This design comes from an exercise in tuning for small area, a short achievable clock period and few clock cycles per item on the open sky130 flow, not from production work. Function was not checked in any run shown here: the RTL went through the layout flow alone. Power is estimated from default activity; no workload was simulated.

==> design/flow/design.v <==
module _inv(a,y);  
input a;  
output y;  
assign y = ~a;  
endmodule  
module _nand2(a,b,y);  
input a,b;  
output y;  
assign y = ~(a&b);  
endmodule  
module _and2(a,b,y);  
input a,b;  
output y;  
assign y = a & b;  
endmodule  
module _or2(a,b,y);  
input a,b;  
output y;  
assign y = a | b;  
endmodule  
module _xor2(a,b,y);  
input a,b;  
output y;  
wire inv_a, inv_b;  
wire w0, w1;  
_inv U0_inv(.a(a), .y(inv_a));  
_inv U1_inv(.a(b), .y(inv_b));  
_and2 U2_and2(.a(inv_a), .b(b), .y(w0));  
_and2 U3_and2(.a(a), .b(inv_b), .y(w1));  
_or2 U4_or2(.a(w0), .b(w1), .y(y));  
endmodule  
module _and3(a,b,c,y);  
input a,b,c;  
output y;  
assign y = a & b & c;  
endmodule  
module _and4(a,b,c,d,y);  
input a,b,c,d;  
output y;  
assign y = a & b & c & d;  
endmodule  
module _and5(a,b,c,d,e,y);  
input a,b,c,d,e;  
output y;  
assign y = a & b & c & d & e;  
endmodule  
module _or3(a,b,c,y); 
input a,b,c;  
output y;  
assign y= a | b | c;  
endmodule  
module _or4(a,b,c,d,y);  
input a,b,c,d;  
output y;  
assign y = a | b | c | d;  
endmodule  
module _or5(a,b,c,d,e,y);  
input a,b,c,d,e;  
output y;  
assign y = a | b | c | d | e;  
endmodule  
module _inv_4bits(a,y);  
input [3:0] a;  
output [3:0] y;  
assign y = ~a;  
endmodule  
module _and2_4bits(a,b,y);  
input [3:0] a,b;  
output [3:0] y;  
assign y = a&b;  
endmodule  
module _or2_4bits(a,b,y);  
input [3:0] a,b;  
output [3:0] y;  
assign y =a|b;  
endmodule  
module _xor2_4bits(a,b,y);  
input [3:0] a,b;  
output [3:0] y;  
	_xor2 U0_xor2(  
	.a(a[0]),
	.b(b[0]), 
	.y(y[0])
	);
	_xor2 U1_xor2(  
	.a(a[1]),
	.b(b[1]),
	.y(y[1])
	);
	_xor2 U2_xor2(  
	.a(a[2]),
	.b(b[2]),
	.y(y[2])
	);
	_xor2 U3_xor2(  
	.a(a[3]),
	.b(b[3]),
	.y(y[3])
	);
endmodule  
module _xnor2_4bits(a,b,y);  
input [3:0] a,b;  
output [3:0] y;  
wire [3:0] w0;  
	_xor2_4bits U0_xor2_4bits(  
	.a(a),
	.b(b),
	.y(w0)
	);
	_inv_4bits U1_inv_4bits(  
	.a(w0),
	.y(y)
	);
endmodule  
module _inv_32bits(a,y);  
input [31:0] a;  
output [31:0] y;  
assign y = ~a;  
endmodule  
module _and2_32bits(a,b,y);  
input [31:0] a,b;  
output [31:0] y;  
assign y = a&b;  
endmodule  
module _or2_32bits(a,b,y);  
input [31:0] a,b;  
output [31:0] y;  
assign y = a|b;  
endmodule  
module _xor2_32bits(a,b,y);  
input [31:0] a,b;  
output [31:0] y;  
_xor2_4bits U0_xor2_4bits(  
	.a(a[3:0]),
	.b(b[3:0]),
	.y(y[3:0])
	);
_xor2_4bits U1_xor2_4bits(  
	.a(a[7:4]),
	.b(b[3:0]),
	.y(y[7:4])
	);
_xor2_4bits U2_xor2_4bits(  
	.a(a[11:8]),
	.b(b[11:8]),
	.y(y[11:8])
	);
_xor2_4bits U3_xor2_4bits(  
	.a(a[15:12]),
	.b(b[15:12]),
	.y(y[15:12])
	);
_xor2_4bits U4_xor2_4bits(  
	.a(a[19:16]),
	.b(b[19:16]),
	.y(y[19:16])
	);
_xor2_4bits U5_xor2_4bits(  
	.a(a[23:20]),
	.b(b[23:20]),
	.y(y[23:20])
	);
_xor2_4bits U6_xor2_4bits(  
	.a(a[27:24]),
	.b(b[27:24]),
	.y(y[27:24])
	);
_xor2_4bits U7_xor2_4bits(  
	.a(a[31:28]),
	.b(b[31:28]),
	.y(y[31:28])
	);
endmodule  
module _xnor2_32bits(a,b,y);  
input [31:0] a,b;  
output [31:0] y;  
_xnor2_4bits U0_xnor2_4bits(  
	.a(a[3:0]),
	.b(b[3:0]),
	.y(y[3:0])
	);
_xnor2_4bits U1_xnor2_4bits(  
	.a(a[7:4]),
	.b(b[7:4]),
	.y(y[7:4])
	);
_xnor2_4bits U2_xnor2_4bits(  
	.a(a[11:8]),
	.b(b[11:8]),
	.y(y[11:8])
	);
_xnor2_4bits U3_xnor2_4bits(  
	.a(a[15:12]),
	.b(b[15:12]),
	.y(y[15:12])
	);
_xnor2_4bits U4_xnor2_4bits(  
	.a(a[19:16]),
	.b(b[19:16]),
	.y(y[19:16])
	);
_xnor2_4bits U5_xnor2_4bits(  
	.a(a[23:20]),
	.b(b[23:20]),
	.y(y[23:20])
	);
_xnor2_4bits U6_xnor2_4bits(  
	.a(a[27:24]),
	.b(b[27:24]),
	.y(y[27:24])
	);
_xnor2_4bits U7_xnor2_4bits(  
	.a(a[31:28]),
	.b(b[31:28]),
	.y(y[31:28])
	);
endmodule  
module fa_v2(a,b,ci,s);  
input a,b,ci;  
output s;  
wire w0;  
	_xor2 U0_xor2(  
	.a(a),  
	.b(b),  
	.y(w0)  
	);
	_xor2 U1_xor2(  
	.a(w0),  
	.b(ci),  
	.y(s)  
	);
endmodule  
module clb4(a,b,ci,c1,c2,c3,co);  
input [3:0] a,b;  
input ci;  
output c1,c2,c3,co;  
wire [3:0] g,p;  
wire w0_c1;  
wire w0_c2, w1_c2;  
wire w0_c3, w1_c3, w2_c3;  
wire w0_co, w1_co, w2_co, w3_co;  
	_and2 U0_and2(  
	.a(a[0]),
	.b(b[0]),
	.y(g[0])
	);
	_and2 U1_and2(  
	.a(a[1]),
	.b(b[1]),
	.y(g[1])
	);
	_and2 U2_and2(  
	.a(a[2]),
	.b(b[2]),
	.y(g[2])
	);
	_and2 U3_and2(  
	.a(a[3]),
	.b(b[3]),
	.y(g[3])
	);
	_or2 U4_or2(  
	.a(a[0]),
	.b(b[0]),
	.y(p[0])
	);
	_or2 U5_or2(  
	.a(a[1]),
	.b(b[1]),
	.y(p[1])
	);
	_or2 U6_or2(  
	.a(a[2]),
	.b(b[2]),
	.y(p[2])
	);
	_or2 U7_or2(  
	.a(a[3]),
	.b(b[3]),
	.y(p[3])
	);
	_and2 U8_and2(  
	.a(p[0]),
	.b(ci),
	.y(w0_c1)
	);
	_or2 U9_or2(  
	.a(g[0]),
	.b(w0_c1),
	.y(c1)
	);
	_and2 U10_and2(  
	.a(p[1]),
	.b(g[0]),
	.y(w0_c2)
	);
	_and3 U11_and3(  
	.a(p[1]),
	.b(p[0]),
	.c(ci),
	.y(w1_c2)
	);
	_or3 U12_or3(  
	.a(g[1]),
	.b(w0_c2),
	.c(w1_c2),
	.y(c2)
	);
	_and2 U13_and2(  
	.a(p[2]),
	.b(g[1]),
	.y(w0_c3)
	);
	_and3 U14_and3(  
	.a(p[2]),
	.b(p[1]),
	.c(g[0]),
	.y(w1_c3)
	);
	_and4 U15_and4(  
	.a(p[2]),
	.b(p[1]),
	.c(p[0]),
	.d(ci),
	.y(w2_c3)
	);
	_or4 U16_or4(  
	.a(g[2]),
	.b(w0_c3),
	.c(w1_c3),
	.d(w2_c3),
	.y(c3)
	);
	_and2 U17_and2(  
	.a(p[3]),
	.b(g[2]),
	.y(w0_co)
	);
	_and3 U18_and3(  
	.a(p[3]),
	.b(p[2]),
	.c(g[1]),
	.y(w1_co)
	);
	_and4 U19_and4(  
	.a(p[3]),
	.b(p[2]),
	.c(p[1]),
	.d(g[0]),
	.y(w2_co)
	);
	_and5 U20_and5(  
	.a(p[3]),
	.b(p[2]),
	.c(p[1]),
	.d(p[0]),
	.e(ci),
	.y(w3_co)
	);
	_or5 U21_or5(  
	.a(g[3]),
	.b(w0_co),
	.c(w1_co),
	.d(w2_co),
	.e(w3_co),
	.y(co)
	);
endmodule  
module cla4(a,b,ci,s,co);  
input [3:0] a,b;  
input ci;  
output [3:0] s;  
output co;  
wire c1, c2, c3;  
	fa_v2 U0_fa_v2(  
	.a(a[0]),  
	.b(b[0]),  
	.ci(ci),  
	.s(s[0])  
	);
	fa_v2 U1_fa_v2(  
	.a(a[1]),  
	.b(b[1]),  
	.ci(c1),  
	.s(s[1])  
	);
	fa_v2 U2_fa_v2(  
	.a(a[2]),  
	.b(b[2]),  
	.ci(c2),  
	.s(s[2])  
	);
	fa_v2 U3_fa_v2(  
	.a(a[3]),  
	.b(b[3]),  
	.ci(c3),  
	.s(s[3])  
	);
	clb4 U4_clb4(  
	.a(a),  
	.b(b),  
	.ci(ci),  
	.c1(c1),  
	.c2(c2),  
	.c3(c3),  
	.co(co)  
	);
endmodule  
module cla8(a,b,ci,s,co);  
input [7:0] a,b;  
input ci;
output [7:0] s;  
output co;  
wire c1;  
assign {co, s} = a + b + ci;
endmodule  
module cla64(a,b,ci,s,co);  
input [63:0] a,b;  
input ci;  
output [63:0] s;  
output co;  
wire c1, c2, c3, c4, c5, c6, c7;  
assign {co, s} = a + b + ci;
endmodule  
module ns_logic(clk, reset_n, op_start, op_clear, op_done, state, counter);  
input clk, reset_n;  
input op_start, op_clear, op_done;  
output [1:0] state;  
output [6:0] counter;  
parameter start_state = 2'b00;  
parameter multiple_state = 2'b01;  
parameter clear_state = 2'b10;  
reg [1:0] state, next_state;  
reg [6:0] counter, next_counter;  
reg [6:0] temp;  
wire [6:0] temp_counter;  
wire co;  
cla8 U0_cla8(  
	.a({1'b0, next_counter}),  
	.b(8'b00000001),
	.ci(1'b0),
	.s(temp_counter),
	.co(co)
	);
always @(posedge clk or negedge reset_n)
begin
	if(reset_n == 1'b0) 
	begin
		temp = 7'b0000000;
		state <= start_state;
		counter <= 7'b0000000;
	end
	else
	begin
		temp = temp_counter[6:0];
		state <= next_state;
		counter <= next_counter;
	end
end
always @(op_start, op_clear, op_done, state, counter, temp)
begin
	if(op_clear == 1'b1)  
	begin
		next_state <= start_state;
		next_counter <= 7'b0000000;
	end
	else
	begin
		case(state)
			start_state:  
			begin
				if(op_start == 1'b1 && op_clear == 1'b0 && op_done == 1'b0)  
				begin
					next_state <= multiple_state;
					next_counter <= counter;
				end
				else
				begin
					next_state <= start_state;
					next_counter <= counter;
				end
			end
			multiple_state:  
			begin
				if(counter == 7'b1000000)  
				begin
					next_state <= clear_state;
					next_counter <= counter;
				end
				else if(op_clear == 1'b1)
				begin
					next_state <= start_state;
					next_counter <= 7'b0000000;
				end
				else
				begin
					next_state <= multiple_state;
					next_counter <= temp; 
				end
			end
			clear_state:  
			begin
				if(op_clear == 1'b1)  
				begin
					next_state <= start_state; 
					next_counter <= 7'b0000000;
				end
				else  
				begin
					next_state <= clear_state;
					next_counter <= counter;
				end
			end
			default:
			begin
				next_state <= 2'bx;
				next_counter <= 7'bx;
			end
		endcase  
	end
end
endmodule  
module o_logic(clk, reset_n, multiplier, multiplicand, counter, state, op_done, result);  
	input clk, reset_n;  
	input [63:0] multiplier;  
	input [63:0] multiplicand;  
	input [6:0] counter;  
	input [1:0] state;  
	output op_done;  
	output [127:0] result;  
	parameter start_state = 2'b00;  
	parameter multiple_state = 2'b01;  
	parameter clear_state = 2'b10;  
	reg op_done;  
	reg [127:0] result;  
	reg [127:0] next_result;  
	reg [127:0] temp;  
	reg [63:0] addition_store, subtraction_store;  
	reg last_result;  
	reg last_q;  
	wire [63:0] addition, subtraction;  
	always @(posedge clk or negedge reset_n)
	begin
		if(reset_n == 1'b0)  
		begin
			addition_store = 64'b0;
			subtraction_store = 64'b0;
			result = 128'b0;
			last_q <= 1'b0;
		end
		else
		begin
			addition_store = addition;
			subtraction_store = subtraction;
			result <= next_result;
			last_q <= last_result;
		end
	end
	always @(multiplier, multiplicand, counter, state, result, last_q, addition_store, subtraction_store)
	begin
		case(state)
			start_state:  
			begin
				next_result = {64'b0,multiplier}; 
				op_done = 1'b0;
				last_result = 1'b0;
				temp = 128'b0;
			end
			multiple_state:  
			begin
				if(counter == 7'b1000000)  
				begin 
					op_done = 1'b1;
					next_result = result;
					last_result = 1'b0;
					temp = 128'b0; 
				end
				else
				begin
					op_done = 1'b0;
					if(result[0] == 1'b0 && last_q == 1'b0)  
					begin
						temp = result;
						last_result = result[0];
						next_result = {result[127], result[127:1]};  
					end
					else if(result[0] == 1'b0 && last_q == 1'b1)  
					begin
						temp[127:64] = addition_store;
						temp[63:0] = result[63:0];
						last_result = result[0];
						next_result = {((result[127] == multiplicand[63]) ? result[127] : temp[127]), temp[127:1]};  
					end
					else if(result[0] == 1'b1 && last_q == 1'b0)  
					begin
						temp[127:64] = subtraction_store;
						temp[63:0] = result[63:0];
						last_result = result[0];
						next_result = {((result[127] != multiplicand[63]) ? result[127] : temp[127]), temp[127:1]};  
					end
					else if(result[0] == 1'b1 && last_q == 1'b1)  
					begin
						temp = result;
						last_result = result[0];
						next_result = {result[127], result[127:1]};  
					end
					else 
					begin
						temp = result;
						next_result = 128'b0;
						op_done = 1'b0;
						last_result = 1'b0;
					end
				end
			end
			clear_state:  
			begin
				next_result = result;
				op_done = 1'b1;
				last_result = 1'b0;
				temp = 128'b0;
			end
			default:
			begin
				next_result = 128'bx;
				op_done = 1'bx;
				last_result = 1'bx;
				temp = 128'bx;
			end
		endcase  
	end
	cla64 U0_cla64(  
		.a(next_result[127:64]),
		.b(multiplicand[63:0]),
		.ci(1'b0),
		.s(addition),
		.co()
		);
	cla64 U1_cla64(  
		.a(next_result[127:64]),
		.b(~multiplicand[63:0]),
		.ci(1'b1),
		.s(subtraction),
		.co()
		);
endmodule  
module booth_multiplier(clk, reset_n, multiplier, multiplicand, op_start, op_clear, op_done, result);
	input clk, reset_n;
	input [63:0] multiplier;
	input [63:0] multiplicand;
	input op_start, op_clear;
	output op_done;
	output [127:0] result;
	localparam IDLE = 2'd0, BUSY = 2'd1, DONE = 2'd2;
	reg [1:0] state;
	reg [3:0] cnt;
	reg op_done;
	reg [63:0] m;               
	reg [63:0] lo;              
	reg [64:0] acc_s, acc_c;    
	reg [7:0]  pend_s, pend_c;  
	reg        cin;             
	reg [3:0]  sel1, sel2, neg;  
	wire [8:0] win_ld = {multiplier[7:0], 1'b0};
	wire [8:0] win_nx = lo[15:7];
	wire [8:0] win = (state == IDLE) ? win_ld : win_nx;
	wire [3:0] e1, e2, en;
	genvar t;
	generate
		for (t = 0; t < 4; t = t + 1) begin : g_enc
			wire b0 = win[2*t];
			wire b1 = win[2*t+1];
			wire b2 = win[2*t+2];
			assign e1[t] = b1 ^ b0;
			assign e2[t] = (b2 & ~b1 & ~b0) | (~b2 & b1 & b0);
			assign en[t] = b2 & ~(b1 & b0);
		end
	endgenerate
	wire [63:0] nvec;
	generate
		for (t = 0; t < 32; t = t + 1) begin : g_neg
			wire xm1 = (t == 0) ? 1'b0 : multiplier[2*t-1];
			assign nvec[2*t] = multiplier[2*t+1] & ~(multiplier[2*t] & xm1);
			assign nvec[2*t+1] = 1'b0;
		end
	endgenerate
	wire [72:0] row [0:3];
	generate
		for (t = 0; t < 4; t = t + 1) begin : g_row
			wire [64:0] mag = ({65{sel1[t]}} & {m[63], m}) | ({65{sel2[t]}} & {m, 1'b0});
			wire [64:0] pat = mag ^ {65{neg[t]}};
			assign row[t] = {{(73-66-2*t){1'b0}}, 1'b1, ~pat[64], pat[63:0], {(2*t){1'b0}}};
		end
	endgenerate
	wire [72:0] r0 = row[0];
	wire [72:0] r1 = row[1];
	wire [72:0] r2 = row[2];
	wire [72:0] r3 = row[3];
	wire [72:0] as = {8'b0, acc_s};
	wire [72:0] ac = {8'b0, acc_c};
	wire [72:0] l1a_s = as ^ ac ^ r0;
	wire [72:0] l1a_c = {((as & ac) | (as & r0) | (ac & r0)), 1'b0};
	wire [72:0] l1b_s = r1 ^ r2 ^ r3;
	wire [72:0] l1b_c = {((r1 & r2) | (r1 & r3) | (r2 & r3)), 1'b0};
	wire [72:0] l2_s = l1a_s ^ l1a_c ^ l1b_s;
	wire [72:0] l2_c = {((l1a_s & l1a_c) | (l1a_s & l1b_s) | (l1a_c & l1b_s)), 1'b0};
	wire [72:0] l3_s = l2_s ^ l2_c ^ l1b_c;
	wire [72:0] l3_c = {((l2_s & l2_c) | (l2_s & l1b_c) | (l2_c & l1b_c)), 1'b0};
	wire [72:0] sum = {acc_s[64:0], pend_s} + {acc_c[64:0], pend_c} + {72'b0, cin};
	wire c8 = sum[8] ^ acc_s[0] ^ acc_c[0];
	wire idle = (state == IDLE);
	wire step = (state == BUSY) & ~cnt[3];
	wire fin = (state == BUSY) & cnt[3];
	always @(posedge clk or negedge reset_n) begin
		if (!reset_n) begin
			state <= IDLE;
			cnt <= 4'd0;
			op_done <= 1'b0;
		end else if (op_clear) begin
			state <= IDLE;
			op_done <= 1'b0;
		end else begin
			case (state)
				IDLE: if (op_start) begin state <= BUSY; cnt <= 4'd0; end
				BUSY: begin
					cnt <= cnt + 4'd1;
					if (cnt[3]) begin state <= DONE; op_done <= 1'b1; end
				end
				default: ;
			endcase
		end
	end
	always @(posedge clk) begin
		m <= multiplicand;
		if (idle | step) begin
			sel1 <= e1;
			sel2 <= e2;
			neg <= en;
		end
		if (idle) begin
			lo <= multiplier;
			acc_s <= {1'b1, 64'b0};
			acc_c <= {1'b0, nvec};
			pend_s <= 8'b0;
			pend_c <= 8'b0;
			cin <= 1'b0;
		end else if (step) begin
			lo <= {sum[7:0], lo[63:8]};
			acc_s <= l3_s[72:8];
			acc_c <= l3_c[72:8];
			pend_s <= l3_s[7:0];
			pend_c <= l3_c[7:0];
			cin <= c8;
		end else if (fin) begin
			lo <= {sum[7:0], lo[63:8]};
			acc_s[63:0] <= sum[71:8];
		end
	end
	assign result = {acc_s[63:0], lo};
endmodule
==> design/flow/run.sh <==
#!/bin/bash
# synth_recipe.tcl (not shown) runs the flow's synth.tcl, then flattens the netlist and writes it again
# the make line also repeats each setting of config.mk as NAME=value (left out here)
make -C /OpenROAD-flow-scripts/flow DESIGN_CONFIG=/design/flow/config.mk WORK_HOME=/design/flow/orfs CLKGATE_MAP_FILE= SYNTH_SCRIPT=/design/flow/synth_recipe.tcl finish
==> design/flow/config.mk <==
export PLATFORM = sky130hd
export DESIGN_NAME = booth_multiplier
export DESIGN_NICKNAME = booth_multiplier
export VERILOG_FILES = /design/flow/design.v
export SDC_FILE = /design/flow/constraint.sdc
export NUM_CORES = 4
export LEC_CHECK = 0
export CAP_MARGIN = 20
export CORE_MARGIN = 2
export CORE_UTILIZATION = 40
export SLEW_MARGIN = 20
==> design/flow/constraint.sdc <==
create_clock -name core_clock -period 6.0 [get_ports {clk}]
set_input_delay 1.2000 -clock core_clock [delete_from_list [all_inputs] [get_ports {clk}]]
set_output_delay 1.2000 -clock core_clock [all_outputs]
set_load 0.01 [all_outputs]
==> reports/results.ini, run 1 <==
[final_layout]
finalNonFillerCells = 3619
nets = 3204
regArea_sq_mm = 0.00692
fillers = 6002
final_util = 0.464
syn2layout_area_growth_pct = 15.3
drive_gt1_frac = 0.0662
fin_area_sq_mm = 0.0297
multi_input_area_sq_mm = 0.0165

[route]
viasPerCell = 5.83
route.detailed.drc = 0
dr.pass1.iters = 6
wl_mm = 92.2
drtIter0Drc = 2293
wire_per_inst_um = 25.5
antenna_left = 0
num_vias = 21096

[placement]
dp_hpwl_mm = 69.6
placed_cells = 3545
gp_congestion = 0.978
port_buffers = 260
dpl_cell_area_sq_mm = 0.0284
pre_cts_ws_ps = 2400

[critical_path]
crit_arrival_ps = 4030
crit_slowest_cell = edfxtp_1
critPathKind = reg -> reg
cp_top_family = adder cells
cp-end-kind = flip-flop
crit_buf_inv = 2
rr_startpoint = sel1[1]
slowest_delay_ps = 650
worstPathRequired_ps = 6330
reg2reg_slack_ps = 2290
crit_top_cell = fa_1
crit_fanout = 35
start_kind = flip-flop
r2r_end = acc_c[54]
ff2ff_path_depth = 8
path_cells = buf_4 -> a22oi_1 -> xor2_1 -> fa_1 -> fa_1 -> inv_1 -> fa_1 -> a32o_1

[floorplan]
initial_core_util = 0.402
num_rows = 93
die_y_um = 258
core_area_sq_mm = 0.0641
die_w_um = 258
die_area_sq_mm = 0.0665
ios = 261

[clock_tree]
cts_tree = done
hold_buffers = 0
cts_buffers = 40
clkSinkCount = 290
clk_latency_ps = 580
cts_setup_buffers = 0
cts-resized-gates = 0
h-tree-depth = 2
clock_path_buffers = 3
clockRootBuffer = clkbuf_16
path_clk_slew_ps = 60

[outcome]
status = finished clean

[global_routing]
gr-total-overflow = 0
grt_pass1_wl_mm = 139
antenna_found_initial = 4
grt_max_degree = 69
grt.total_usage = 0.276
grt_pass1_vias = 21788

[timing]
final-hold-violation-count = 0
max_freq_mhz = 270
tightest_slew_ps = 1120
finClkSkew_ps = 19.2
fin_crit_sh = 0.618
finalMaxSlewViolations = 0
setup_tns_ps = 0
worst_slack_ps = 2290
setup_viol = 0
fin_crit_ps = 3710
holdWs_ps = 460
rsz0062_at_grt = no
slew_headroom = 0.253

[synth]
synth_top_area_frac = 0.194
synth_top_area_cell = fa_1
ys_top_cells_by_count = a22oi_1 (291), inv_1 (261), fa_1 (250)
synth_most_common_cell = a22oi_1
yosysSeqAreaShare = 0.268
synth_edf_count = 108
synth_nets = 3160
syn_area_sq_mm = 0.0258
async_flop_share = 0.0241
synth_warnings = 1
synth_cells = 2688
synth_flop_cell = dfxtp_1
yosysUniqueCellTypes = 70
synth.area.top_cells = fa_1 (19%), dfxtp_1 (14%), edfxtp_1 (13%)
syn_avg_cell_area_sq_um = 9.60
postSynthRegisterBits = 290

[pwr]
power_frac_clock = 0.162
swShare = 0.464
p_int_mw = 7.94
combPwrFrac = 0.628
p_switching_mw = 6.88
peakVddDrop_v = 0.000235
power_density_mw_per_mm2 = 498
power_mw = 14.8
power.leakage_nw = 12.1
seq_power_share = 0.210

[worst_hold_path]
worstHoldStart = pend_c[5]
hold_depth = 2
hold_path.class = reg -> reg
min_to = pend_c[5]

[flow_run]
maxCapViolations = 0

-- cell type report --
| type | count | area share |
|---|---|---|
| antenna | 1 | 0.0000842 |
| clock buffer | 49 | 0.0368 |
| clock inverter | 24 | 0.00652 |
| inverter | 261 | 0.0330 |
| multi-input combinational | 1844 | 0.554 |
| sequential | 290 | 0.233 |
| tap | 855 | 0.0360 |
| timing repair buffer | 295 | 0.100 |
-- worst reg2reg max path, cell delays in order (launching register included) --
cell and delay, ps:
edfxtp_1 650, buf_4 590, a22oi_1 200, xor2_1 190
fa_1 510, fa_1 560, inv_1 50, fa_1 440
a32o_1 270
-- flip-flops by register name (all words and copies together) (netlist names) --
| register | count |
|---|---|
| pend_s | 8 |
| sel2 | 4 |
| cin | 1 |
| acc_s | 65 |
| op_done | 1 |
| lo | 64 |
| m | 64 |
| cnt | 4 |
| neg | 4 |
| state | 2 |
| pend_c | 5 |
| sel1 | 4 |
| acc_c | 64 |
-- per-layer routing --
metal  routed length [um]  vias up  track usage  share of wire
met5                   42        -            0        0.00046
met3                 8750      214       0.0600          0.095
li1                     -     9236            -              -
met2                42200     1143        0.439           0.46
met1                37700    10497        0.369           0.41
met4                 3430        6        0.102          0.037
-- worst max-delay path by stage --
stage                         from   endpoint  slack (ps)  depth (start not counted)
after detailed placement    neg[3]  acc_c[54]        2400                          7
after global placement    state[0]  acc_c[54]        2400                          4
after global routing       sel1[1]  acc_c[54]        2220                          8
after CTS                   neg[3]  acc_c[54]        2390                          7
after floorplan             cnt[3]   acc_c[0]        2330                          4
final                      sel1[1]  acc_c[54]        2290                          8
-- power groups by stage --
stage               Clock (mW)  Combinational [mW]  Sequential (mW)
floorplan                    0                6.38             2.79
global placement             0                9.07             3.13
detailed placement           0                9.24             3.13
CTS                       2.43                9.32             3.10
global route              2.50                10.5             3.15
finish                    2.40                9.31             3.11
-- cells in the final DEF, fill, tap and decap left out, drive strengths merged, types with 7 or more instances in the layout --
master         count
a21o              27
a21oi            148
a22oi            292
a31oi             10
a32o              32
and3               7
buf               35
clkbuf            49
clkdlybuf4s50    260
clkinv            18
dfrtp              7
dfxtp            175
edfxtp           108
fa               250
ha                90
inv              264
mux2              55
mux2i             27
nand2            223
nand3             15
nand4             32
nor2              53
nor2b              9
nor3              13
o211ai             8
o21a              13
o21ai            123
o21bai            15
o31ai              7
or3                8
xnor2            114
xor2             217
-- kinds of logic after synthesis --
kind of cell / after synthesis / share of synthesized area
and+or+nand+nor: 380 / 0.0660
adders and majority gates: 340 / 0.238
buffers and inverters: 554 / 0.0939
DFF: 290 / 0.268
xor gates and xnor gates: 331 / 0.112
muxes: 82 / 0.0345
AOI/OAI and AO/OA: 711 / 0.187
==> run 2: changes to the inputs <==
--- a/design/flow/config.mk
+++ b/design/flow/config.mk
@@ -8,4 +8,5 @@
 export CAP_MARGIN = 20
 export CORE_MARGIN = 2
 export CORE_UTILIZATION = 40
+export SETUP_SLACK_MARGIN = 3.6
 export SLEW_MARGIN = 20
==> reports/results.ini, run 2 <==
[synth]
synth_flop_cell = dfxtp_1
ys_top_cells_by_count = a22oi_1 (291), inv_1 (261), fa_1 (250)
synth_warnings = 1  ; unchanged
synth_edf_count = 108  ; unchanged
yosysSeqAreaShare = 0.268  ; unchanged
syn_area_sq_mm = 0.0258  ; unchanged
postSynthRegisterBits = 290  ; unchanged
async_flop_share = 0.0241  ; unchanged
synth_most_common_cell = a22oi_1
synth.area.top_cells = fa_1 (19%), dfxtp_1 (14%), edfxtp_1 (13%)
synth_nets = 3160  ; unchanged
synth_top_area_frac = 0.194  ; unchanged
syn_avg_cell_area_sq_um = 9.60  ; unchanged
synth_cells = 2688  ; unchanged
synth_top_area_cell = fa_1
yosysUniqueCellTypes = 70  ; unchanged

[critical_path]
crit_arrival_ps = 3640  ; -390 ps
path_cells = buf_12 -> buf_12 -> buf_4 -> a22oi_2 -> xor2_1 -> fa_1 -> inv_1 -> fa_1 -> fa_2 -> a22oi_2 -> o21ai_1
worstPathRequired_ps = 6440  ; +110 ps
crit_slowest_cell = fa_1
cp_top_family = adder cells
critPathKind = reg -> reg
cp-end-kind = flip-flop
start_kind = flip-flop
crit_buf_inv = 4  ; +2
crit_fanout = 11  ; -69%
slowest_delay_ps = 550  ; -100 ps

[clock_tree]
h-tree-depth = 2  ; unchanged
hold_buffers = 0  ; unchanged
clkSinkCount = 290  ; unchanged
cts_tree = done
cts_buffers = 38  ; -5.0%
clk_latency_ps = 580  ; about the same
clock_path_buffers = 3  ; unchanged
clockRootBuffer = clkbuf_16
path_clk_slew_ps = 60  ; about the same

[floorplan]
core_area_sq_mm = 0.0641  ; unchanged
die_w_um = 258  ; unchanged
initial_core_util = 0.402  ; unchanged
num_rows = 93  ; unchanged
die_area_sq_mm = 0.0665  ; unchanged
ios = 261  ; unchanged
die_y_um = 258  ; unchanged

[final_layout]
nets = 3440  ; +7.4%
syn2layout_area_growth_pct = 36.7
largest_register_ffs = 65  ; unchanged
final_common_cell = inv_1
regMostFlops = acc_s
fin_area_sq_mm = 0.0353  ; +19%
drive_gt1_frac = 0.383  ; +0.316
most-common-layout-cells = inv_1 (230), a22oi_2 (223), nand2_1 (197), xor2_1 (194), fa_1 (183)
fillers = 5422  ; -9.7%

[global_routing]
gr-total-overflow = 0  ; unchanged
grt_max_degree = 68  ; -1.4%
grt_pass1_wl_mm = 146  ; +5.1%
grt.total_usage = 0.290  ; +0.0148
grt_pass1_vias = 22771  ; +4.5%
antenna_found_initial = 5  ; +1

[route]
num_vias = 22731  ; +7.8%
wl_mm = 103  ; +12%
dr.pass1.iters = 8  ; +2
viasPerCell = 5.90  ; +1.2%
antenna_left = 0  ; unchanged
route.detailed.drc = 0  ; unchanged
drtIter0Drc = 2421  ; +5.6%
wire_per_inst_um = 26.7  ; +4.9%

[timing]
final-hold-violation-count = 0  ; unchanged
setup_viol = 0  ; unchanged
finalMaxSlewViolations = 0  ; unchanged
max_freq_mhz = 312  ; +16%
slew_headroom = 0.412  ; +0.159
fin_crit_sh = 0.534  ; -0.0834
fin_crit_ps = 3210  ; -500 ps
setup_tns_ps = 0  ; unchanged
rsz0062_at_grt = yes
tightest_slew_ps = 877  ; -244 ps
finClkSkew_ps = 15.8  ; -3.46 ps

[pwr]
power_density_mw_per_mm2 = 493  ; -1.0%
peakVddDrop_v = 0.000243  ; +3.6%
power.leakage_nw = 13.9  ; +16%

[placement]
dp_hpwl_mm = 71.0  ; +1.9%
port_buffers = 260  ; unchanged
gp_congestion = 0.964  ; -1.5%
dpl_cell_area_sq_mm = 0.0294  ; +3.2%

[flow_run]
maxCapViolations = 0  ; unchanged

[outcome]
status = finished clean

[worst_hold_path]
hold_path.class = reg -> reg

[run 2: cell counts after synthesis]
Identical to the previous run, type by type.
[run 2: final timing paths]
kind                       cells past startpoint  slack, ps  startpoint         to
setup / recovery                              11       2790     sel1[2]  acc_s[30]
hold / removal                                 1        460   acc_s[64]  acc_s[64]
setup reg to reg                              11       2790     sel1[2]  acc_s[30]
hold reg to reg                                1        460   acc_s[64]  acc_s[64]
max in group asynchronous                      1       4830     reset_n   state[1]
min in group asynchronous                      1        900     reset_n     cnt[2]
[run 2: power by group]
part | leakage, nW | total [mW] | switching (mW) | internal (mW)
clock | 0.601 | 2.30 | 0.985 | 1.32
combinational | 10.6 | 12.0 | 6.46 | 5.56
sequential | 2.76 | 3.06 | 0.539 | 2.52
total | 13.9 | 17.4 | 7.98 | 9.40
[run 2: cell families after synthesis]
kind of cell / Yosys count / share of synthesized area
AND/OR/NAND/NOR: 380 / 0.0660
XOR/XNOR: 331 / 0.112
AO/OA/AOI/OAI: 711 / 0.187
multiplexers: 82 / 0.0345
buffers and inverters: 554 / 0.0939
flip-flops: 290 / 0.268
adder cells (fa/ha/maj): 340 / 0.238
[run 2: cell type report]
cell class	count	area (sq um)	share of cell area
Sequential cell	290	7160	0.203
Tap cell	855	1070	0.0303
Clock buffer	52	1080	0.0308
Inverter	261	983	0.0279
Antenna cell	2	5.00	0.000142
Multi-Input combinational cell	1844	19400	0.549
Timing Repair Buffer	532	5440	0.154
Timing Repair inverter	1	5.00	0.000142
Clock inverter	18	141	0.00401
[run 2: layer usage]
layer | track usage | up-vias | part of all wire
met5 | 0 | - | 0.00031
met3 | 0.0631 | 271 | 0.10
met4 | 0.0875 | 6 | 0.039
met2 | 0.456 | 1278 | 0.45
met1 | 0.402 | 11439 | 0.41
li1 | - | 9737 | -
[run 2: repair_timing]
item	4_1_cts	5_1_grt
resized for setup	1010	274
gates cloned	6	19
buffers inserted	157	53
pin swaps	129	186
setup endpoints to repair	312	199
[run 2: through the flow]
step           setup WS, ps   util  power, mW  std cells  hold WS, ps
6_report               2790  0.550       17.4       3855          464
5_1_grt                2710  0.550       18.7       3853          491
4_1_cts                2840  0.519       16.2       3781          461
3_5_place_dp           2270  0.458       12.8       3548          453
3_3_place_gp           2340  0.458       12.7       3548          445
2_1_floorplan          3070      -       9.58       2688          433
==> run 3: changes to the inputs <==
--- a/design/flow/design.v
+++ b/design/flow/design.v
@@ -732,25 +732,26 @@
 	end
 	always @(posedge clk) begin
 		m <= multiplicand;
-		if (idle | step) begin
-			sel1 <= e1;
-			sel2 <= e2;
-			neg <= en;
-		end
+		sel1 <= e1;
+		sel2 <= e2;
+		neg <= en;
 		if (idle) begin
-			lo <= multiplier;
-			acc_s <= {1'b1, 64'b0};
 			acc_c <= {1'b0, nvec};
 			pend_s <= 8'b0;
 			pend_c <= 8'b0;
 			cin <= 1'b0;
-		end else if (step) begin
-			lo <= {sum[7:0], lo[63:8]};
-			acc_s <= l3_s[72:8];
+		end else begin
 			acc_c <= l3_c[72:8];
 			pend_s <= l3_s[7:0];
 			pend_c <= l3_c[7:0];
 			cin <= c8;
+		end
+		if (idle) begin
+			lo <= multiplier;
+			acc_s <= {1'b1, 64'b0};
+		end else if (step) begin
+			lo <= {sum[7:0], lo[63:8]};
+			acc_s <= l3_s[72:8];
 		end else if (fin) begin
 			lo <= {sum[7:0], lo[63:8]};
 			acc_s[63:0] <= sum[71:8];
--- a/design/flow/config.mk
+++ b/design/flow/config.mk
@@ -8,5 +8,4 @@
 export CAP_MARGIN = 20
 export CORE_MARGIN = 2
 export CORE_UTILIZATION = 40
-export SETUP_SLACK_MARGIN = 3.6
 export SLEW_MARGIN = 20
==> reports/results.ini, run 3 <==
[outcome]
status = finished clean

[clock_tree]
clockRootBuffer = clkbuf_16
clk_latency_ps = 580  ; about the same
path_clk_slew_ps = 60  ; about the same
cts_buffers = 38  ; unchanged
cts_tree = done
h-tree-depth = 2  ; unchanged
clock_path_buffers = 3  ; unchanged
cts-resized-gates = 0  ; -100%
hold_buffers = 0  ; unchanged
cts_setup_buffers = 0  ; -100%
clkSinkCount = 290  ; unchanged

[global_routing]
grt_pass1_wl_mm = 136  ; -7.2%
grt_pass1_vias = 21704  ; -4.7%
gr-total-overflow = 0  ; unchanged
grt.total_usage = 0.266  ; -0.0240
antenna_found_initial = 7  ; +2
grt_max_degree = 72  ; +5.9%

[timing]
fin_crit_sh = 0.660  ; +0.126
setup_viol = 0  ; unchanged
rsz0062_at_grt = no
finalMaxSlewViolations = 0  ; unchanged
max_freq_mhz = 252  ; -19%
slew_headroom = 0.298  ; -0.114
finClkSkew_ps = 21.4  ; +5.65 ps
setup_tns_ps = 0  ; unchanged
fin_crit_ps = 3960  ; +758 ps
final-hold-violation-count = 0  ; unchanged
tightest_slew_ps = 1050  ; +176 ps

[critical_path]
startpoint = sel1[3]
crit_fanout = 37  ; +26
r2r_end = acc_s[39]
reg2reg_slack_ps = 2040  ; -760 ps
rr_startpoint = sel1[3]
cp-endpoint = acc_s[39]
ff2ff_path_depth = 9  ; -2
critPathKind = reg -> reg
start_kind = flip-flop
cp-end-kind = flip-flop
worstPathRequired_ps = 6410  ; -30 ps
crit_arrival_ps = 4370  ; +730 ps

[route]
viasPerCell = 5.51  ; -6.5%
dr_wl_met2_mm = 40.5  ; -13%
route.detailed.drc = 0  ; unchanged
antenna_left = 0  ; unchanged
top_layer = met5
dr.pass1.iters = 5  ; -3
wl_met1_mm = 38.1  ; -9.4%
drtIter0Drc = 1607  ; -34%
num_vias = 20720  ; -8.8%
wl_mm = 87.5  ; -15%
wire_per_inst_um = 23.3  ; -13%
met3_length_mm = 6.35  ; -38%

[floorplan]
initial_core_util = 0.405  ; +0.00245
die_y_um = 257  ; -0.50%
die_area_sq_mm = 0.0659  ; -1.0%
core_area_sq_mm = 0.0631  ; -1.6%
ios = 261  ; unchanged
num_rows = 92  ; -1.1%
die_w_um = 257  ; -0.50%

[synth]
synth_most_common_cell = nand2_1
synth_top_area_cell = fa_1
synth_flop_cell = dfxtp_1
synth_nets = 3328  ; +5.3%
yosysSeqAreaShare = 0.254  ; -0.0145
synth_top_area_frac = 0.196  ; +0.00199
synth.area.top_cells = fa_1 (20%), dfxtp_1 (17%), a22oi_1 (8.5%)
ys_top_cells_by_count = nand2_1 (372), inv_1 (342), a22oi_1 (290)
synth_warnings = 1  ; unchanged
syn_area_sq_mm = 0.0255  ; -1.0%
syn_avg_cell_area_sq_um = 8.94  ; -6.8%
postSynthRegisterBits = 290  ; unchanged
synth_edf_count = 64  ; -41%
async_flop_share = 0.0241  ; unchanged
yosysUniqueCellTypes = 80  ; +14%
synth_cells = 2856  ; +6.3%

[worst_hold_path]
hold_path.class = reg -> reg

[final_layout]
regMostFlops = acc_s
largest_register_ffs = 65  ; unchanged
finalNonFillerCells = 3760  ; -2.5%
most-common-layout-cells = nand2_1 (371), inv_1 (341), a22oi_1 (290), clkdlybuf4s50_1 (260), fa_1 (250)
drive_gt1_frac = 0.0446  ; -0.338
fillers = 6153  ; +13%
syn2layout_area_growth_pct = 14.4
nets = 3357  ; -2.4%
final_common_cell = nand2_1

[placement]
port_buffers = 260  ; unchanged
gp_congestion = 0.946  ; -1.8%
placed_cells = 3691  ; +4.0%
dp_hpwl_mm = 66.6  ; -6.1%

[pwr]
power_density_mw_per_mm2 = 668  ; +35%
power.leakage_nw = 12.9  ; -7.6%
peakVddDrop_v = 0.000291  ; +19%

[flow_run]
maxCapViolations = 0  ; unchanged

-- run 3: changes by cell type after synthesis, moves of 7 or more --
cell,delta
a21o_1,+21
a21oi_1,-55
a32o_1,-31
and2_1,+47
buf_1,+7
buf_2,-12
dfxtp_1,+44
edfxtp_1,-44
inv_1,+81
mux2_2,-55
nand2_1,+150
nand3_1,+32
nor2_1,-7
-- run 3: kinds of logic (layout without fill, tap and decap cells) --
| logic type | count (synthesis) | after routing | synth area share |
|---|---|---|---|
| flops | 290 | 290 | 0.254 |
| xor+xnor | 328 | 328 | 0.112 |
| buf+inv | 640 | 697 | 0.110 |
| fa+ha+maj | 340 | 340 | 0.240 |
| compound gates | 640 | 640 | 0.171 |
| simple gates | 597 | 597 | 0.105 |
| mux | 21 | 21 | 0.00823 |
| other cells | 0 | 1 | 0 |
-- run 3: stage by stage --
step	area (sq um)	power (mW)	utilization	worst slack [ps]	hold WS, ps
after global placement	27900	16.8	0.443	2170	456
final	29200	19.5	0.463	2040	471
after floorplan	25500	12.2	-	2830	444
after global routing	29200	21.5	0.463	1880	547
after CTS	29200	19.6	0.463	2110	469
after detailed placement	27900	17.0	0.443	2140	459
-- run 3: layout make-up --
class                      instances  area [sq um]  area share
antenna                            1          2.50   0.0000856
clock buffer                      56          1100      0.0378
clock inverter                    12           190     0.00651
inverter                         342          1280      0.0440
multi-input combinational       1926         16300       0.556
sequential                       290          6510       0.223
tap                              846          1060      0.0362
timing repair buffer             287          2820      0.0964
-- run 3: how the worst min path moves through the flow --
stage               from        end  slack [ps]  cells after the start
6_report       acc_s[64]  acc_s[64]         470                      2
5_1_grt          op_done    op_done         550                      2
4_1_cts        acc_s[64]  acc_s[64]         470                      2
3_5_place_dp   acc_s[64]  acc_s[64]         460                      2
3_3_place_gp   acc_s[64]  acc_s[64]         460                      2
2_1_floorplan  acc_s[64]  acc_s[64]         440                      2
-- run 3: report_power, final --
group,total (mW),internal (mW),switching [mW]
Clock,2.40,1.42,0.983
Sequential,3.53,2.57,0.962
Combinational,13.6,5.82,7.76
-- run 3: layer usage --
layer  track usage  up-vias
li1              -     9411
met1         0.360    10314
met3        0.0537      147
met5             0        -
met4        0.0786       10
met2         0.431      838
-- run 3: worst max-delay path, stage by stage, from the launching register on --
cell	delay (ps)
dfxtp_2	1020
buf_4	460
a22oi_1	150
xor2_1	210
fa_1	540
fa_1	550
inv_1	50
fa_1	510
a22oi_1	180
o21ai_0	120
==> run 4: changes to the inputs <==
==> design/flow/flow/run.sh (new file) <==
#!/bin/bash
# Standard ORFS layout, with the port buffers made of the smallest buffer cell.
set -euo pipefail
cd "$(dirname "$0")/.."
bash standard.sh 'BUFFER_PORTS_ARGS=-buffer_cell sky130_fd_sc_hd__buf_1' finish > standard_flow.log 2>&1
==> design/flow/standard.sh (new file) <==
#!/bin/bash
# synth_recipe.tcl (not shown) runs the flow's synth.tcl, then flattens the netlist and writes it again
# the make line also repeats each setting of config.mk as NAME=value (left out here)
make -C /OpenROAD-flow-scripts/flow DESIGN_CONFIG=/design/flow/config.mk WORK_HOME=/design/flow/orfs CLKGATE_MAP_FILE= SYNTH_SCRIPT=/design/flow/synth_recipe.tcl "${@:-finish}"
--- a/design/flow/config.mk
+++ b/design/flow/config.mk
@@ -8,4 +8,5 @@
 export CAP_MARGIN = 20
 export CORE_MARGIN = 2
 export CORE_UTILIZATION = 40
+export CTS_BUF_LIST = sky130_fd_sc_hd__clkbuf_4 sky130_fd_sc_hd__clkbuf_8
 export SLEW_MARGIN = 20
removed: design/flow/run.sh
==> reports/results.ini, run 4 <==
[floorplan]
num_rows = 92  ; unchanged
initial_core_util = 0.405  ; unchanged
core_area_sq_mm = 0.0631  ; unchanged
die_y_um = 257  ; unchanged
ios = 261  ; unchanged
die_area_sq_mm = 0.0659  ; unchanged
die_w_um = 257  ; unchanged

[clock_tree]
path_clk_slew_ps = 70  ; about the same
cts_setup_buffers = 0  ; unchanged
hold_buffers = 0  ; unchanged
h-tree-depth = 2  ; unchanged
cts-resized-gates = 0  ; unchanged
cts_buffers = 55  ; +45%
clk_latency_ps = 680  ; +100 ps
clock_path_buffers = 3  ; unchanged
clkSinkCount = 290  ; unchanged
clockRootBuffer = clkbuf_8
cts_tree = done

[route]
drtIter0Drc = 1944  ; +21%
wl_mm = 87.4  ; about the same
num_vias = 21086  ; +1.8%
route.detailed.drc = 0  ; unchanged
wire_per_inst_um = 23.1  ; -0.81%
dr.pass1.iters = 5  ; unchanged
viasPerCell = 5.57  ; +1.0%
antenna_left = 0  ; unchanged

[timing]
finalMaxSlewViolations = 0  ; unchanged
final-hold-violation-count = 0  ; unchanged
fin_crit_ps = 4030  ; +66.5 ps
finClkSkew_ps = 53.8  ; +32.3 ps
max_freq_mhz = 248  ; -1.7%
tightest_slew_ps = 1150  ; +95.8 ps
rsz0062_at_grt = no
setup_tns_ps = 0  ; unchanged
setup_viol = 0  ; unchanged
slew_headroom = 0.234  ; -0.0639
fin_crit_sh = 0.672  ; +0.0111

[synth]
syn_avg_cell_area_sq_um = 8.94  ; unchanged
synth_most_common_cell = nand2_1
yosysUniqueCellTypes = 80  ; unchanged
ys_top_cells_by_count = nand2_1 (372), inv_1 (342), a22oi_1 (290)
synth_flop_cell = dfxtp_1
synth.area.top_cells = fa_1 (20%), dfxtp_1 (17%), a22oi_1 (8.5%)
synth_warnings = 1  ; unchanged
synth_cells = 2856  ; unchanged
yosysSeqAreaShare = 0.254  ; unchanged
postSynthRegisterBits = 290  ; unchanged
async_flop_share = 0.0241  ; unchanged
synth_top_area_cell = fa_1
synth_nets = 3328  ; unchanged
synth_edf_count = 64  ; unchanged
syn_area_sq_mm = 0.0255  ; unchanged
synth_top_area_frac = 0.196  ; unchanged

[critical_path]
cp-endpoint = acc_s[0]
worstPathRequired_ps = 6600  ; +190 ps
rr_startpoint = sel1[0]
ff2ff_path_depth = 10  ; +1
start_kind = flip-flop
cp-end-kind = flip-flop
crit_arrival_ps = 4630  ; +260 ps
r2r_end = acc_s[0]
critPathKind = reg -> reg
crit_fanout = 37  ; unchanged
reg2reg_slack_ps = 1970  ; -70 ps
startpoint = sel1[0]

[final_layout]
most-common-layout-cells = nand2_1 (371), inv_1 (341), a22oi_1 (290), buf_1 (260), fa_1 (250)
syn2layout_area_growth_pct = 8.09
final_common_cell = nand2_1
insertedDiodeCount = 0  ; -1
final_util = 0.438  ; -0.0257
largest_register_ffs = 65  ; unchanged
finalNonFillerCells = 3787  ; +0.72%
regMostFlops = acc_s
nets = 3369  ; +0.36%
drive_gt1_frac = 0.0571  ; +0.0125

[pwr]
power_density_mw_per_mm2 = 687  ; +2.9%
peakVddDrop_v = 0.000256  ; -12%
power.leakage_nw = 12.3  ; -4.8%

[outcome]
status = finished clean

[worst_hold_path]
hold_path.class = in -> async

[placement]
gp_congestion = 0.937  ; -1.0%
dp_hpwl_mm = 65.9  ; -1.1%
placed_cells = 3686  ; -0.14%
port_buffers = 260  ; unchanged

[global_routing]
gr-total-overflow = 0  ; unchanged
grt.total_usage = 0.262  ; -0.00412
grt_pass1_wl_mm = 133  ; -1.9%
grt_pass1_vias = 21673  ; -0.14%
grt_max_degree = 76  ; +5.6%
antenna_found_initial = 4  ; -3

[flow_run]
maxCapViolations = 0  ; unchanged

-- run 4: changes by cell type in the layout (fill, tap and decap cells not counted), moves of 4 or more --
cell / previous run / this run
buf_1: 0 / 260
buf_4: 26 / 22
bufinv_16: 3 / 7
clkbuf_1: 10 / 0
clkbuf_16: 39 / 0
clkbuf_4: 1 / 12
clkbuf_8: 6 / 70
clkdlybuf4s50_1: 260 / 0
clkinv_2: 3 / 10
-- run 4: where the power goes --
part / total (mW) / switching (mW) / leakage [nW] / internal [mW]
logic: 13.0 / 7.58 / 8.95 / 5.43
clock network: 2.40 / 0.970 / 0.707 / 1.43
registers: 3.55 / 0.981 / 2.60 / 2.57
-- run 4: through the flow --
step / power (mW) / hold WS (ps) / area, sq um / setup WS (ps)
2_1_floorplan: 12.2 / 444 / 25500 / 2830
3_3_place_gp: 16.3 / 455 / 26300 / 2180
3_5_place_dp: 16.4 / 488 / 26300 / 2140
4_1_cts: 19.0 / 425 / 27600 / 2070
5_1_grt: 21.0 / 475 / 27600 / 1850
6_report: 19.0 / 481 / 27600 / 1970
-- run 4: metal layers --
layer | vias up | track usage | part of all wire | routed length [um]
li1 | 9445 | - | - | -
met1 | 10306 | 0.348 | 0.41 | 35900
met2 | 1143 | 0.406 | 0.45 | 38900
met3 | 186 | 0.0705 | 0.11 | 9190
met4 | 6 | 0.104 | 0.039 | 3400
met5 | - | 0 | 0.00033 | 29
-- run 4: final cells by class --
class | instances | area [sq um]
Multi-Input combinational cell | 1926 | 16300
Clock buffer | 82 | 1050
Fill cell | 6340 | 35500
Inverter | 342 | 1280
Tap cell | 846 | 1060
Timing Repair Buffer | 282 | 1140
Sequential cell | 290 | 6510
Clock inverter | 19 | 295
-- run 4: cell families after synthesis --
| kind of cell | Yosys count | share of synthesized area |
|---|---|---|
| AOI/OAI and AO/OA | 640 | 0.171 |
| buffers and inverters | 640 | 0.110 |
| and+or+nand+nor | 597 | 0.105 |
| adders and majority gates | 340 | 0.240 |
| xor gates and xnor gates | 328 | 0.112 |
| DFF | 290 | 0.254 |
| muxes | 21 | 0.00823 |
-- run 4: worst min path at each step --
stage	slack (ps)	from	endpoint
floorplan	440	acc_s[64]	acc_s[64]
global placement	460	acc_s[64]	acc_s[64]
detailed placement	490	acc_s[64]	acc_s[64]
CTS	430	reset_n	state[0]
global route	470	reset_n	cnt[1]
finish	480	reset_n	state[0]
-- run 4: critical path: stages, from the launching register on --
cell     delay, ps
dfxtp_2       1070
buf_4          520
a22oi_1        180
xnor2_1        170
fa_1           560
inv_1           60
fa_1           480
inv_1           60
fa_1           540
mux2i_1         80
o21ai_0        200
==> run 5: changes to the inputs <==
--- a/design/flow/config.mk
+++ b/design/flow/config.mk
@@ -8,5 +8,6 @@
 export CAP_MARGIN = 20
 export CORE_MARGIN = 2
 export CORE_UTILIZATION = 40
-export CTS_BUF_LIST = sky130_fd_sc_hd__clkbuf_4 sky130_fd_sc_hd__clkbuf_8
+export SETUP_SLACK_MARGIN = 2.8
 export SLEW_MARGIN = 20
+export TNS_END_PERCENT = 5
==> reports/results.ini, run 5 <==
[global_routing]
gr-total-overflow = 0  ; unchanged
grt_use_met3 = 0.0703  ; -0.000198
globalRouteMet1Util = 0.376  ; +0.0274
grt_pass1_wl_mm = 142  ; +6.5%
use_met2 = 0.441  ; +0.0354
grt_max_degree = 76  ; unchanged
grt-busiest-layer = met2
grt.total_usage = 0.284  ; +0.0212
grt_pass1_vias = 22210  ; +2.5%
antenna_found_initial = 0  ; -4

[timing]
slew_headroom = 0.301  ; +0.0673
fin_crit_ps = 3240  ; -792 ps
max_freq_mhz = 309  ; +24%
holdWs_ps = 493  ; +12.6 ps
finClkSkew_ps = 39.5  ; -14.2 ps
worst_slack_ps = 2760  ; +792 ps
setup_tns_ps = 0  ; unchanged
tightest_slew_ps = 1050  ; -101 ps
rsz0062_at_grt = yes
fin_crit_sh = 0.540  ; -0.132
final-hold-violation-count = 0  ; unchanged
setup_viol = 0  ; unchanged
finalMaxSlewViolations = 0  ; unchanged

[worst_hold_path]
hold_path.class = reg -> reg
worstHoldStart = acc_s[64]

[route]
route.detailed.drc = 0  ; unchanged
wire_per_inst_um = 24.9  ; +7.7%
antenna_left = 0  ; unchanged
wl_mm = 94.7  ; +8.4%
drtIter0Drc = 2121  ; +9.1%
viasPerCell = 5.68  ; +2.1%
dr.pass1.iters = 5  ; unchanged
num_vias = 21659  ; +2.7%

[outcome]
status = finished clean

[floorplan]
die_w_um = 257  ; unchanged
die_y_um = 257  ; unchanged
ios = 261  ; unchanged
die_area_sq_mm = 0.0659  ; unchanged
core_area_sq_mm = 0.0631  ; unchanged
num_rows = 92  ; unchanged
initial_core_util = 0.405  ; unchanged

[critical_path]
cp-end-kind = flip-flop
worstPathRequired_ps = 6430  ; -170 ps
startpoint = acc_s[21]
start_kind = flip-flop
critPathKind = reg -> reg
rr_startpoint = acc_s[21]
crit_fanout = 7  ; -81%
crit_arrival_ps = 3660  ; -970 ps

[synth]
synth_edf_count = 64  ; unchanged
syn_avg_cell_area_sq_um = 8.94  ; unchanged
synth_nets = 3328  ; unchanged
synth.area.top_cells = fa_1 (20%), dfxtp_1 (17%), a22oi_1 (8.5%)
ys_top_cells_by_count = nand2_1 (372), inv_1 (342), a22oi_1 (290)
synth_top_area_cell = fa_1
synth_top_area_frac = 0.196  ; unchanged
synth_cells = 2856  ; unchanged
syn_area_sq_mm = 0.0255  ; unchanged
postSynthRegisterBits = 290  ; unchanged
async_flop_share = 0.0241  ; unchanged
synth_flop_cell = dfxtp_1
synth_most_common_cell = nand2_1
yosysUniqueCellTypes = 80  ; unchanged
yosysSeqAreaShare = 0.254  ; unchanged
synth_warnings = 1  ; unchanged

[final_layout]
most-common-layout-cells = nand2_1 (371), inv_1 (341), a22oi_1 (288), buf_1 (260), fa_1 (250)
finalNonFillerCells = 3811  ; +0.63%
largest_register_ffs = 65  ; unchanged
regMostFlops = acc_s
final_common_cell = nand2_1
syn2layout_area_growth_pct = 12.7
insertedDiodeCount = 0  ; unchanged
nets = 3408  ; +1.2%
final_util = 0.456  ; +0.0186
fin_area_sq_mm = 0.0288  ; +4.3%
drive_gt1_frac = 0.0867  ; +0.0296
fillers = 6216  ; -2.0%

[placement]
dp_hpwl_mm = 65.9  ; unchanged
placed_cells = 3686  ; unchanged
dpl_cell_area_sq_mm = 0.0263  ; unchanged
port_buffers = 260  ; unchanged
pre_cts_ws_ps = 2140  ; unchanged
gp_congestion = 0.937  ; unchanged

[pwr]
peakVddDrop_v = 0.000293  ; +15%
power.leakage_nw = 12.6  ; +2.6%
power_mw = 19.7  ; +3.8%
power_density_mw_per_mm2 = 684  ; -0.46%

[flow_run]
maxCapViolations = 0  ; unchanged

[clock_tree]
clockRootBuffer = clkbuf_16
cts_buffers = 37  ; -33%
path_clk_slew_ps = 70  ; about the same
clkSinkCount = 290  ; unchanged
hold_buffers = 0  ; unchanged
clock_path_buffers = 3  ; unchanged
clk_latency_ps = 600  ; -80 ps
h-tree-depth = 2  ; unchanged
cts_tree = done

run 5: cell counts after synthesis:
No cell type changed its count.
run 5: routing by layer:
metal | part of all wire | vias to the layer above
met1 | 0.40 | 10655
li1 | - | 9534
met4 | 0.043 | 0
met2 | 0.45 | 1257
met3 | 0.10 | 213
met5 | 0 | -
run 5: kinds of logic after synthesis:
family                   Yosys count  share of synthesized area
AO/OA/AOI/OAI                    640                      0.171
buffers and inverters            640                      0.110
AND/OR/NAND/NOR                  597                      0.105
adder cells (fa/ha/maj)          340                      0.240
XOR/XNOR                         328                      0.112
flip-flops                       290                      0.254
multiplexers                      21                    0.00823
run 5: power breakdown:
group | switching (mW) | internal [mW] | leakage [nW]
Clock | 1.00 | 1.36 | 0.599
Combinational | 8.22 | 5.80 | 9.38
Sequential | 0.719 | 2.58 | 2.61
Total | 9.94 | 9.74 | 12.6
run 5: final timing paths:
check | end | slack [ps] | depth (start not counted)
worst max-delay path | acc_s[56] | 2760 | 11
worst min-delay path | acc_s[64] | 490 | 2
worst max register to register | acc_s[56] | 2760 | 11
worst min register to register | acc_s[64] | 490 | 2
max in group asynchronous | state[1] | 4980 | 1
min in group asynchronous | cnt[2] | 570 | 1
run 5: final cells by class:
| cell class | count | area [sq um] | share of cell area |
|---|---|---|---|
| multi-input combinational | 1926 | 16700 | 0.580 |
| sequential | 290 | 6540 | 0.227 |
| timing repair buffer | 339 | 1940 | 0.0673 |
| inverter | 342 | 1280 | 0.0447 |
| tap | 846 | 1060 | 0.0368 |
| clock buffer | 46 | 980 | 0.0340 |
| clock inverter | 22 | 288 | 0.0100 |
run 5: what timing repair did:
item | in CTS | in global routing
buffers inserted | 40 | 17
gates resized for setup | 64 | 73
pin swaps | 6 | 20
endpoints found under the setup margin | 132 | 58
hold endpoints to repair | 0 | 0
run 5: worst max-delay path: stages (launching register included):
cell and delay [ps]:
dfxtp_1 390, ha_1 500, and2_1 270, nand4_1 110
or4_1 480, o221ai_2 310, and3_4 270, o21ai_0 90
and2b_1 210, o31ai_2 230, xnor2_1 160, o21ai_1 70
==> run 6: changes to the inputs <==
--- a/design/flow/config.mk
+++ b/design/flow/config.mk
@@ -8,6 +8,6 @@
 export CAP_MARGIN = 20
 export CORE_MARGIN = 2
 export CORE_UTILIZATION = 40
-export SETUP_SLACK_MARGIN = 2.8
+export SETUP_SLACK_MARGIN = 2.2
 export SLEW_MARGIN = 20
 export TNS_END_PERCENT = 5
==> reports/results.ini, run 6 <==
[placement]
pre_cts_ws_ps = 2140  ; unchanged
port_buffers = 260  ; unchanged
gp_congestion = 0.937  ; unchanged
placed_cells = 3686  ; unchanged
dp_hpwl_mm = 65.9  ; unchanged

[route]
route.detailed.drc = 0  ; unchanged
antenna_left = 0  ; unchanged
dr.pass1.iters = 8  ; +3
drtIter0Drc = 1937  ; -8.7%
num_vias = 20888  ; -3.6%
wire_per_inst_um = 23.3  ; -6.3%
wl_mm = 87.4  ; -7.7%
viasPerCell = 5.56  ; -2.1%

[timing]
max_freq_mhz = 258  ; -16%
worst_slack_ps = 2120  ; -638 ps
setup_tns_ps = 0  ; unchanged
fin_crit_sh = 0.646  ; +0.106
finalMaxSlewViolations = 0  ; unchanged
tightest_slew_ps = 1050  ; -0.595 ps
setup_viol = 0  ; unchanged
fin_crit_ps = 3880  ; +638 ps
final-hold-violation-count = 0  ; unchanged
slew_headroom = 0.302  ; +0.000396
finClkSkew_ps = 31.7  ; -7.85 ps
rsz0062_at_grt = yes

[critical_path]
r2r_end = acc_s[63]
start_kind = flip-flop
cp-end-kind = flip-flop
ff2ff_path_depth = 12  ; +1
reg2reg_slack_ps = 2120  ; -640 ps
worstPathRequired_ps = 6390  ; -40 ps
critPathKind = reg -> reg
rr_startpoint = acc_s[24]
crit_arrival_ps = 4270  ; +610 ps
crit_fanout = 11  ; +4

[floorplan]
core_area_sq_mm = 0.0631  ; unchanged
die_w_um = 257  ; unchanged
die_y_um = 257  ; unchanged
initial_core_util = 0.405  ; unchanged
die_area_sq_mm = 0.0659  ; unchanged
num_rows = 92  ; unchanged
ios = 261  ; unchanged

[synth]
yosysUniqueCellTypes = 80  ; unchanged
synth_top_area_cell = fa_1
synth_warnings = 1  ; unchanged
postSynthRegisterBits = 290  ; unchanged
yosysSeqAreaShare = 0.254  ; unchanged
synth_top_area_frac = 0.196  ; unchanged
syn_area_sq_mm = 0.0255  ; unchanged
async_flop_share = 0.0241  ; unchanged
syn_avg_cell_area_sq_um = 8.94  ; unchanged
synth_most_common_cell = nand2_1
synth_edf_count = 64  ; unchanged
synth_flop_cell = dfxtp_1
ys_top_cells_by_count = nand2_1 (372), inv_1 (342), a22oi_1 (290)
synth_cells = 2856  ; unchanged
synth_nets = 3328  ; unchanged
synth.area.top_cells = fa_1 (20%), dfxtp_1 (17%), a22oi_1 (8.5%)

[pwr]
power_density_mw_per_mm2 = 688  ; +0.61%
power_mw = 18.9  ; -3.7%
peakVddDrop_v = 0.000283  ; -3.5%
power.leakage_nw = 12.2  ; -3.4%

[final_layout]
nets = 3351  ; -1.7%
regMostFlops = acc_s
syn2layout_area_growth_pct = 7.84
finalNonFillerCells = 3754  ; -1.5%
largest_register_ffs = 65  ; unchanged
drive_gt1_frac = 0.0437  ; -0.0430
final_common_cell = nand2_1
insertedDiodeCount = 0  ; unchanged
most-common-layout-cells = nand2_1 (371), inv_1 (341), a22oi_1 (290), buf_1 (260), fa_1 (250)

[worst_hold_path]
worstHoldStart = acc_s[64]
min_to = acc_s[64]
hold_path.class = reg -> reg
hold_depth = 2  ; unchanged

[global_routing]
grt.total_usage = 0.263  ; -0.0205
grt_pass1_wl_mm = 134  ; -5.7%
grt_pass1_vias = 21484  ; -3.3%
grt_max_degree = 76  ; unchanged
antenna_found_initial = 1  ; +1
gr-total-overflow = 0  ; unchanged

[clock_tree]
path_clk_slew_ps = 70  ; about the same
cts_buffers = 37  ; unchanged
clock_path_buffers = 3  ; unchanged
clk_latency_ps = 590  ; about the same
clkSinkCount = 290  ; unchanged
cts_tree = done
h-tree-depth = 2  ; unchanged
clockRootBuffer = clkbuf_16

[outcome]
status = finished clean

[flow_run]
maxCapViolations = 0  ; unchanged

[run 6: power breakdown]
group / internal (mW) / total [mW] / switching [mW]
registers: 2.58 / 3.56 / 0.983
logic: 5.44 / 13.0 / 7.60
clock network: 1.36 / 2.35 / 0.991
total: 9.37 / 18.9 / 9.57
[run 6: worst max-delay path by stage]
stage / startpoint / endpoint / slack, ps
finish: acc_s[24] / acc_s[63] / 2120
global route: acc_s[24] / acc_s[63] / 1970
CTS: sel1[1] / acc_s[42] / 2160
detailed placement: sel1[0] / acc_s[1] / 2140
global placement: sel1[0] / acc_s[1] / 2180
floorplan: neg[2] / acc_s[3] / 2830
[run 6: final cells by class]
| cell class | instances | area (sq um) |
|---|---|---|
| inverter | 342 | 1280 |
| fill | 6321 | 35500 |
| clock inverter | 22 | 288 |
| tap | 846 | 1060 |
| multi-input combinational | 1926 | 16300 |
| timing repair buffer | 282 | 1140 |
| clock buffer | 46 | 980 |
| sequential | 290 | 6530 |
[run 6: logic make-up (layout without fill, tap and decap cells)]
group           count (synthesis)  after routing  synth area share
mux                            21             21           0.00823
simple gates                  597            597             0.105
fa+ha+maj                     340            340             0.240
buf+inv                       640            692             0.110
xor+xnor                      328            328             0.112
compound gates                640            640             0.171
flops                         290            290             0.254
[run 6: per-layer routing]
layer / GRT usage / vias up / wire, um
li1: - / 9408 / -
met1: 0.358 / 10247 / 36900
met2: 0.416 / 1080 / 39700
met3: 0.0564 / 153 / 8000
met4: 0.0835 / 0 / 2740
met5: 0 / - / 0
[run 6: worst max-delay path, cell delays in order (launching register included)]
cell and delay [ps]:
dfxtp_1 470, ha_1 410, a21o_1 230, a31oi_1 230
a311oi_1 150, a311oi_1 700, nand3_1 160, o21ai_1 320
o21ai_1 180, a221oi_1 450, o21ai_1 150, xnor2_1 150
a31oi_1 100
[run 6: per-stage QoR]
step / area [sq um] / hold WS (ps) / util
after floorplan: 25500 / 444 / -
after CTS: 27500 / 489 / 0.436
after global placement: 26300 / 455 / 0.416
after detailed placement: 26300 / 488 / 0.416
after global routing: 27500 / 505 / 0.437
final: 27500 / 489 / 0.437
[run 6: timing repair]
| action | CTS | global route |
|---|---|---|
| buffers inserted | 0 | 0 |
| hold buffers | 0 | 0 |
| setup endpoints to repair | 22 | 54 |
| resized for setup | 4 | 3 |

## what the ideal ports hide
In the flow no input, the clock included, has a driving cell. The finished layouts below were timed again as built, in two steps.
Step 1: set_driving_cell puts a clkbuf_16 on clk and a buf_2 on each other input, an assumption about the parent block.
Step 2 also shifts input and output timing later by t, the mid clock arrival at the registers, as if the neighbouring blocks saw the same clock.
Three values: ideal ports, drivers, drivers and shift; two values: the first two.
| run | shift t [ns] | slack for setup (ns) | hold slack, ns |
|---|---|---|---|
| run 1 | 0.633 | 2.295 / 2.295 / 2.295 | 0.460 / 0.460 / 0.460 |
| run 2 | 0.635 | 2.795 / 2.795 / 2.795 | 0.464 / 0.464 / 0.464 |
| run 3 | 0.633 | 2.037 / 2.037 / 2.037 | 0.471 / 0.471 / 0.471 |
| run 4 | 0.714 | 1.971 / 1.971 / 1.971 | 0.481 / 0.501 / 0.501 |
| run 5 | 0.644 | 2.763 / 2.763 / 2.763 | 0.493 / 0.493 / 0.493 |
| run 6 | 0.634 | 2.125 / 2.125 / 2.125 | 0.489 / 0.489 / 0.489 |
After both steps setup and hold are still met in every run listed.
